Background: an optimization exercise with open tools, aiming at small area. Do not read the settings as production practice. In this exercise RTL edits were held to simulation tests only and were not proved equivalent to the original. The clock input has no modelled driver; a real chip could not lean on it and would need a root buffer or a full tree. No activity file was given, so power comes from the tool's default toggle rates.

== try-ember ==
==> flow/design.v <==
module aFinalP(
    output [7:0] dr, dg,
    output [7:0] db,
    output [3:0] comm,
    input clk,
    input rst,  
    input [3:0] btn,
    output [7:0] seg,
    output [7:0] score_out
);
    reg [9:0] e;
    reg [5:0] flag;
    reg [7:0] score;
    reg [3:0] pressed;
    reg [3:0] deb;  
    wire pre = (flag == 6'd0) && !e[9];
    wire [2:0] row = e[6:4];
    wire [5:0] s = flag + row;
    reg [3:0] seq;
    always @(*) begin
        case (s)
        6'd7: seq = 4'd1;
        6'd9: seq = 4'd2;
        6'd11: seq = 4'd4;
        6'd13: seq = 4'd8;
        6'd17: seq = 4'd4;
        6'd19: seq = 4'd1;
        6'd21: seq = 4'd2;
        6'd23: seq = 4'd8;
        6'd25: seq = 4'd4;
        6'd27: seq = 4'd4;
        6'd28: seq = 4'd8;
        6'd29: seq = 4'd2;
        6'd30: seq = 4'd1;
        6'd32: seq = 4'd2;
        6'd33: seq = 4'd4;
        6'd34: seq = 4'd1;
        6'd35: seq = 4'd8;
        6'd38: seq = 4'd1;
        6'd39: seq = 4'd2;
        6'd41: seq = 4'd4;
        6'd42: seq = 4'd8;
        6'd44: seq = 4'd2;
        6'd46: seq = 4'd1;
        6'd47: seq = 4'd8;
        default: seq = 4'd0;
        endcase
    end
    wire lane1 = seq[1] | (flag == 6'd24 && row == 3'd7) |
                 (s == 6'd51 && flag < 6'd47) | (s == 6'd52 && flag >= 6'd47);
    wire [3:0] lit = {seq[3:2], lane1, seq[0]} & {4{~pre}};
    wire fin = &flag[5:3];  
    reg [7:0] endpic;
    always @(*) begin
        case ({flag[1:0], row})
        5'd16: endpic = 8'b11000011;
        5'd17: endpic = 8'b10111101;
        5'd18: endpic = 8'b01111110;
        5'd19: endpic = 8'b01111110;
        5'd20: endpic = 8'b01111110;
        5'd21: endpic = 8'b01111110;
        5'd22: endpic = 8'b10111101;
        5'd23: endpic = 8'b11000011;
        5'd8: endpic = 8'b11000011;
        5'd9: endpic = 8'b10111101;
        5'd10: endpic = 8'b01011010;
        5'd11: endpic = 8'b01101110;
        5'd12: endpic = 8'b01101110;
        5'd13: endpic = 8'b01011010;
        5'd14: endpic = 8'b10111101;
        5'd15: endpic = 8'b11000011;
        5'd24: endpic = 8'b11000011;
        5'd25: endpic = 8'b10111101;
        5'd26: endpic = 8'b01101010;
        5'd27: endpic = 8'b01011110;
        5'd28: endpic = 8'b01011110;
        5'd29: endpic = 8'b01101010;
        5'd30: endpic = 8'b10111101;
        5'd31: endpic = 8'b11000011;
        default: endpic = 8'hFF;
        endcase
    end
    wire [7:0] chart_dr = ~{lit[0], lit[0], lit[1], lit[1], lit[2], lit[2], lit[3], lit[3]};
    assign dr = chart_dr & ((fin && flag[0]) ? endpic : 8'hFF);
    assign dg = (fin && flag[1]) ? endpic : 8'hFF;
    assign comm = {1'b1, row & {3{~pre}}};
    assign db = 8'hFF;
    assign score_out = score;
    reg [6:0] segments;
    always @(*) begin
        if (score <= 8'd4) segments = 7'b1000110;        
        else if (score <= 8'd14) segments = 7'b0000011;  
        else if (score <= 8'd20) segments = 7'b0001000;  
        else if (score <= 8'd25) segments = 7'b0010010;  
        else segments = 7'b1111111;
    end
    assign seg = {1'b0, segments};
    reg [3:0] act;
    always @(*) begin
        act[0] = (flag == 6'd8 || flag == 6'd20 || flag == 6'd30 || flag == 6'd15 ||
                  flag == 6'd35 || flag == 6'd39 || flag == 6'd47);
        act[1] = (flag == 6'd10 || flag == 6'd22 || flag == 6'd28 || flag == 6'd33 ||
                  flag == 6'd40 || flag == 6'd45 || flag == 6'd53);
        act[2] = (flag == 6'd12 || flag == 6'd18 || flag == 6'd26 || flag == 6'd28 ||
                  flag == 6'd34 || flag == 6'd42);
        act[3] = (flag == 6'd14 || flag == 6'd24 || flag == 6'd29 || flag == 6'd36 ||
                  flag == 6'd43 || flag == 6'd48);
    end
    always @(posedge clk) begin
        if (e[6:0] == 7'd92) deb <= btn;
        if (e[6:0] == 7'd93) deb <= deb & btn;
    end
    wire [16:0] k = {1'b0, flag, e} + 17'd1;
    always @(posedge clk) begin
        if (rst) begin
            e <= 10'd504;
            flag <= 6'd0;
            score <= 8'd0;
            pressed <= 4'd0;
        end else begin
            e <= k[9:0];
            if (flag == 6'd53) begin
                if (&e) begin
                    if (score >= 8'd21 && score <= 8'd25) flag <= 6'd59;
                    else if (score >= 8'd15 && score <= 8'd20) flag <= 6'd58;
                    else if (score <= 8'd14) flag <= 6'd57;
                end
            end else if (!fin)
                flag <= k[15:10];
            if (e[6:0] == 7'd111) begin
                if (|(deb & ~pressed & act)) score <= score + 8'd1;
                pressed <= deb & (pressed | act);
            end
        end
    end
endmodule
export LEC_CHECK = 0
export CAP_MARGIN = 20
export CORE_MARGIN = 2
export CORE_UTILIZATION = 40
export CTS_BUF_LIST = sky130_fd_sc_hd__clkbuf_4
export SLEW_MARGIN = 20
create_clock -name core_clock -period 8.0 [get_ports {clk}]
standard.sh (not shown) runs the stock make flow with config.mk's settings and CLKGATE_MAP_FILE= SYNTH_SCRIPT=/design/flow/synth_recipe.tcl, a recipe that flattens the netlist after the stock synthesis.
==> flow/flow/run.sh <==
#!/bin/bash
# The standard ORFS layout (standard.sh), with three changes:
# - ABC maps the logic with flow/area.abc (AIG optimisation, then area-only
#   mapping, no buffering or upsizing) instead of abc_area/abc_speed;
# - no half/full adder cells from ADDER_MAP_FILE: adders are left to ABC;
# - the port buffers are the smallest buffer cell, buf_1.
# Every tool's output is in standard.log and ORFS's own logs under orfs/logs.
set -euo pipefail
here=$(pwd)
cat > "$here/mysynth.tcl" <<EOT
yosys -import
rename abc my_orig_abc
proc abc {args} {
  set i [lsearch -exact \$args -script]
  if {\$i >= 0} { lset args [expr {\$i + 1}] $here/flow/area.abc }
  my_orig_abc {*}\$args
}
source $here/synth_recipe.tcl
EOT
bash standard.sh SYNTH_SCRIPT="$here/mysynth.tcl" \
  "BUFFER_PORTS_ARGS=-buffer_cell sky130_fd_sc_hd__buf_1" ADDER_MAP_FILE= finish > "$here/standard.log" 2>&1
==> flow/flow/area.abc <==
strash
&get -n
&deepsyn -I 2 -J 20
&put
dch -f
amap
topo
Edits applied to the flow inputs when going from try-ember to try-amber:
-- flow/config.mk --
<<< try-ember, line 9
export CORE_MARGIN = 2
export CORE_UTILIZATION = 40
export CTS_BUF_LIST = sky130_fd_sc_hd__clkbuf_4
export SLEW_MARGIN = 20
>>> try-amber, line 9
export CORE_MARGIN = 2
export CORE_UTILIZATION = 40
export CTS_BUF_LIST = sky130_fd_sc_hd__clkbuf_8
export CTS_CLUSTER_DIAMETER = 100
export CTS_CLUSTER_SIZE = 40
export SLEW_MARGIN = 20
Findings:
Fmax in try-amber vs try-ember: up about 0.9%. Routed wire length grows slightly when moving from try-ember to try-amber. Between try-amber and try-ember, it is try-amber whose number of DRC markers after the initial detailed-route iteration is higher, by 17. try-amber vs try-ember: sequential share of layout area down. Measured against each other, try-amber and try-ember differ in power per cell area, the higher figure coming from try-amber. On global-route wire length before repair, try-ember tracks try-amber almost exactly.
Changes in try-harbor relative to try-amber:
-- flow/config.mk --
<<< try-amber, line 9
export CORE_MARGIN = 2
export CORE_UTILIZATION = 40
export CTS_BUF_LIST = sky130_fd_sc_hd__clkbuf_8
export CTS_CLUSTER_DIAMETER = 100
export CTS_CLUSTER_SIZE = 40
>>> try-harbor, line 9
export CORE_MARGIN = 2
export CORE_UTILIZATION = 40
export CTS_BUF_LIST = sky130_fd_sc_hd__clkbuf_4
export CTS_CLUSTER_DIAMETER = 100
export CTS_CLUSTER_SIZE = 40
[summary]
| met2 wire length | lower: try-harbor |. Clock group share of total power on try-harbor is down relative to try-amber. try-amber has lower actual slew at the worst max-slew pin than try-harbor. Compared with try-amber, try-harbor shows reported leakage power lower by 3.3%. Relative to try-amber, wire length reported by the detailed router has decreased by 27 um in try-harbor. Lower overall power consumption goes to try-harbor over try-amber. On count of clock-buffer cells in the layout, the higher figure sits with try-amber, not try-harbor. try-harbor: total vias in the final route 0.84% below try-amber.


aFinalP, a different RTL version from the one above (not shown whole).
For scale: ~290 cells after synthesis, ~50 I/O pins, about 2000 µm² of cells after synthesis.
Settings: LEC_CHECK=0, CAP_MARGIN=20, CORE_MARGIN=2, CORE_UTILIZATION=40, CTS_BUF_LIST=sky130_fd_sc_hd__clkbuf_4, SLEW_MARGIN=20; clock period 8.0 ns.
==> flow/flow/run.sh <==
#!/bin/bash
# The standard ORFS layout (standard.sh), with these changes:
# - ABC maps the logic with flow/multi_abc.tcl (best of several &deepsyn
#   seeds, area-only mapping, no buffering or upsizing) instead of
#   abc_area/abc_speed;
# - no half/full adder cells from ADDER_MAP_FILE: adders are left to ABC;
# - the port buffers are the smallest buffer cell, buf_1;
# - the constant outputs share the synthesis's tie cell instead of one tie
#   cell per output.
# Every tool's output is in standard.log and ORFS's own logs under orfs/logs.
set -euo pipefail
here=$(pwd)
mkdir -p "$here/abc_runs"
export MULTI_ABC_DIR="$here/abc_runs" MULTI_ABC_N=8
cat > "$here/mysynth.tcl" <<EOT
source $here/flow/multi_abc.tcl
source $here/synth_recipe.tcl
EOT
bash standard.sh SYNTH_SCRIPT="$here/mysynth.tcl" \
  "BUFFER_PORTS_ARGS=-buffer_cell sky130_fd_sc_hd__buf_1" ADDER_MAP_FILE= \
  SKIP_REPAIR_TIE_FANOUT=1 finish > "$here/standard.log" 2>&1
==> flow/flow/multi_abc.tcl <==
# Sourced by flow/run.sh's synthesis script before synth_recipe.tcl. It wraps
# yosys's abc command: the technology mapping is run with several ABC scripts
# (AIG optimisation by &deepsyn with different seeds, then area-only mapping,
# no buffering or upsizing) and the smallest result is kept.
yosys -import
rename abc my_orig_abc
proc abc {args} {
  set i [lsearch -exact $args -script]
  if {$i < 0} { return [my_orig_abc {*}$args] }
  set li [lsearch -exact $args -liberty]
  set lib [lindex $args [expr {$li + 1}]]
  set dir $::env(MULTI_ABC_DIR)
  design -save multiabc_pre
  set best -1
  set bestarea 1e18
  for {set s 0} {$s < $::env(MULTI_ABC_N)} {incr s} {
    design -load multiabc_pre
    set f [open $dir/abc_$s.script w]
    puts $f "strash\n&get -n\n&deepsyn -I 2 -J 20 -S [expr {2 * $s}]\n&put\ndch -f\namap\ntopo"
    close $f
    lset args [expr {$i + 1}] $dir/abc_$s.script
    my_orig_abc {*}$args
    tee -q -o $dir/abc_$s.stat stat -liberty $lib
    set fh [open $dir/abc_$s.stat r]
    set txt [read $fh]
    close $fh
    regexp {Chip area for module[^:]*:\s*([0-9.]+)} $txt -> area
    puts "MULTIABC seed $s area $area"
    if {$area < $bestarea} {
      set bestarea $area
      set best $s
      design -save multiabc_best
    }
  }
  design -load multiabc_best
  puts "MULTIABC best seed $best area $bestarea"
}
The first run produced a clean layout.
Then changed:
--- a/flow/flow/run.sh
+++ b/flow/flow/run.sh
@@ -7,5 +7,6 @@
 # - the port buffers are the smallest buffer cell, buf_1;
 # - the constant outputs share the synthesis's tie cell instead of one tie
-#   cell per output.
+#   cell per output;
+# - clock tree synthesis adds no dummy load cells (-dont_use_dummy_load).
 # Every tool's output is in standard.log and ORFS's own logs under orfs/logs.
 set -euo pipefail
@@ -19,3 +20,4 @@
 bash standard.sh SYNTH_SCRIPT="$here/mysynth.tcl" \
   "BUFFER_PORTS_ARGS=-buffer_cell sky130_fd_sc_hd__buf_1" ADDER_MAP_FILE= \
-  SKIP_REPAIR_TIE_FANOUT=1 finish > "$here/standard.log" 2>&1
+  SKIP_REPAIR_TIE_FANOUT=1 \
+  "CTS_ARGS=-sink_clustering_enable -repair_clock_nets -buf_list sky130_fd_sc_hd__clkbuf_4 -dont_use_dummy_load" finish > "$here/standard.log" 2>&1
Non-clock buffer count stays the same.
Clock-buffer cell count decreases by 2.
Area after synthesis is unchanged.
Then changed:
--- a/flow/flow/run.sh
+++ b/flow/flow/run.sh
@@ -7,6 +7,5 @@
 # - the port buffers are the smallest buffer cell, buf_1;
 # - the constant outputs share the synthesis's tie cell instead of one tie
-#   cell per output;
-# - clock tree synthesis adds no dummy load cells (-dont_use_dummy_load).
+#   cell per output.
 # Every tool's output is in standard.log and ORFS's own logs under orfs/logs.
 set -euo pipefail
@@ -21,3 +20,3 @@
   "BUFFER_PORTS_ARGS=-buffer_cell sky130_fd_sc_hd__buf_1" ADDER_MAP_FILE= \
   SKIP_REPAIR_TIE_FANOUT=1 \
-  "CTS_ARGS=-sink_clustering_enable -repair_clock_nets -buf_list sky130_fd_sc_hd__clkbuf_4 -dont_use_dummy_load" finish > "$here/standard.log" 2>&1
+  "CTS_ARGS=-sink_clustering_enable -repair_clock_nets -buf_list sky130_fd_sc_hd__clkbuf_4 -dont_use_dummy_load -sink_clustering_size 16 -sink_clustering_max_diameter 200" finish > "$here/standard.log" 2>&1
Result:
- The new run passed the timing, DRC and antenna checks
- power is unchanged
- worst setup slack is unchanged
- clock skew is unchanged
- maximum frequency is unchanged
- first-iteration DRC count is unchanged
- synthesized area is unchanged
- via count does not change
- wire length is unchanged
- cell area is unchanged
- clock power stays flat
- count of clock-buffer cells in the layout is unchanged
Then changed:
--- a/flow/flow/run.sh
+++ b/flow/flow/run.sh
@@ -20,3 +20,3 @@
   "BUFFER_PORTS_ARGS=-buffer_cell sky130_fd_sc_hd__buf_1" ADDER_MAP_FILE= \
   SKIP_REPAIR_TIE_FANOUT=1 \
-  "CTS_ARGS=-sink_clustering_enable -repair_clock_nets -buf_list sky130_fd_sc_hd__clkbuf_4 -dont_use_dummy_load -sink_clustering_size 16 -sink_clustering_max_diameter 200" finish > "$here/standard.log" 2>&1
+  "CTS_ARGS=-sink_clustering_enable -repair_clock_nets -buf_list sky130_fd_sc_hd__clkbuf_4 -dont_use_dummy_load" finish > "$here/standard.log" 2>&1
Result:
- combinational power is about the same
- critical path depth does not change
- final cell count is unchanged
- first-iteration DRC count does not change
- wire length does not change
- via count does not change
- fmax is unchanged


aFinalP, a different RTL version from the one above (not shown whole).
Size in the first run: ~290 cells after synthesis, about 32 flip-flops, about 50 I/O pins, roughly 2000 sq um of cells after synthesis.
export LEC_CHECK = 0
export CAP_MARGIN = 20
export CORE_MARGIN = 2
export CORE_UTILIZATION = 40
export CTS_BUF_LIST = sky130_fd_sc_hd__clkbuf_4
export SLEW_MARGIN = 20
create_clock -name core_clock -period 8.0 [get_ports {clk}]
==> flow/flow/run.sh <==
#!/bin/bash
# The standard ORFS layout (standard.sh), with these changes:
# - ABC maps the logic with flow/multi_abc.tcl (best of several &deepsyn
#   seeds, area-only mapping, no buffering or upsizing) instead of
#   abc_area/abc_speed;
# - no half/full adder cells from ADDER_MAP_FILE: adders are left to ABC;
# - the port buffers are the smallest buffer cell, buf_1;
# - the constant outputs share the synthesis's tie cell instead of one tie
#   cell per output;
# - clock tree synthesis adds no dummy load cells (-dont_use_dummy_load);
# - before global routing (flow/pre_grt.tcl), drop_root.tcl removes the root
#   clock buffer so the clock port drives the four leaf clock buffers
#   directly, and merge_ties.tcl drives both constant nets from one tie cell.
# Every tool's output is in standard.log and ORFS's own logs under orfs/logs.
set -euo pipefail
here=$(pwd)
mkdir -p "$here/abc_runs"
export MULTI_ABC_DIR="$here/abc_runs" MULTI_ABC_N=12
cat > "$here/mysynth.tcl" <<EOT
source $here/flow/multi_abc.tcl
source $here/synth_recipe.tcl
EOT
bash standard.sh SYNTH_SCRIPT="$here/mysynth.tcl" \
  "BUFFER_PORTS_ARGS=-buffer_cell sky130_fd_sc_hd__buf_1" ADDER_MAP_FILE= \
  SKIP_REPAIR_TIE_FANOUT=1 \
  "CTS_ARGS=-sink_clustering_enable -repair_clock_nets -buf_list sky130_fd_sc_hd__clkbuf_4 -dont_use_dummy_load" \
  PRE_GLOBAL_ROUTE_TCL="$here/flow/pre_grt.tcl" finish > "$here/standard.log" 2>&1
Other scripts of this flow, unchanged in this note and not shown: flow/flow/drop_root.tcl, flow/flow/merge_ties.tcl, flow/flow/multi_abc.tcl, flow/flow/pre_grt.tcl
Change:
--- a/flow/flow/run.sh
+++ b/flow/flow/run.sh
@@ -24,4 +24,4 @@
   "BUFFER_PORTS_ARGS=-buffer_cell sky130_fd_sc_hd__buf_1" ADDER_MAP_FILE= \
   SKIP_REPAIR_TIE_FANOUT=1 \
-  "CTS_ARGS=-sink_clustering_enable -repair_clock_nets -buf_list sky130_fd_sc_hd__clkbuf_4 -dont_use_dummy_load" \
+  "CTS_ARGS=-sink_clustering_enable -repair_clock_nets -buf_list sky130_fd_sc_hd__clkbuf_8 -dont_use_dummy_load" \
   PRE_GLOBAL_ROUTE_TCL="$here/flow/pre_grt.tcl" finish > "$here/standard.log" 2>&1
Setup slack gains 35 ps.
Clock power went up by 35%.
Wire length came out lower by 0.46%.
Clock skew fell by 5.1 ps.
Non-clock buffer count stays the same.
Register-to-register slack barely changes.
Sequential cell count does not change.

-- re-timing with driven ports --
The results above use ideal ports. As a check the final layouts listed here were re-extracted and re-timed, cells and wires unchanged. Step 1: set_driving_cell puts a clkbuf_16 on clk and a buf_2 on each other input, an assumption about the parent block. Step 2 moves the port delays by t, midway between the first and last clock arrival at a register: inputs arrive t later, outputs are due t later. That takes back most of the time a late clock gives input paths. Slacks: no drivers / after step 1 / after step 2; pairs: no drivers / after step 1.
run | t, ns | setup slack, ns | worst hold slack (ns)
try-ember | 0.349 | 2.995 / 2.973 / 3.322 | 0.473 / 0.473 / 0.473
try-amber | 0.307 | 3.039 / 3.014 / 3.321 | 0.468 / 0.468 / 0.468
try-harbor | 0.349 | 2.995 / 2.973 / 3.322 | 0.473 / 0.473 / 0.473
the first run of note 2 | 0.348 | 2.554 / 2.531 / 2.879 | 0.479 / 0.479 / 0.479
the second run of note 2 | 0.346 | 2.570 / 2.547 / 2.893 | 0.477 / 0.477 / 0.477
the third run of note 2 | 0.346 | 2.570 / 2.547 / 2.893 | 0.477 / 0.477 / 0.477
the fourth run of note 2 | 0.346 | 2.570 / 2.547 / 2.893 | 0.477 / 0.477 / 0.477
the first run of note 3 | 0.189 | 3.289 / 3.249 / 3.438 | 0.479 / 0.479 / 0.479
the second run of note 3 | 0.171 | 3.324 / 3.275 / 3.447 | 0.474 / 0.474 / 0.474
After both steps setup and hold are still met in every run listed.
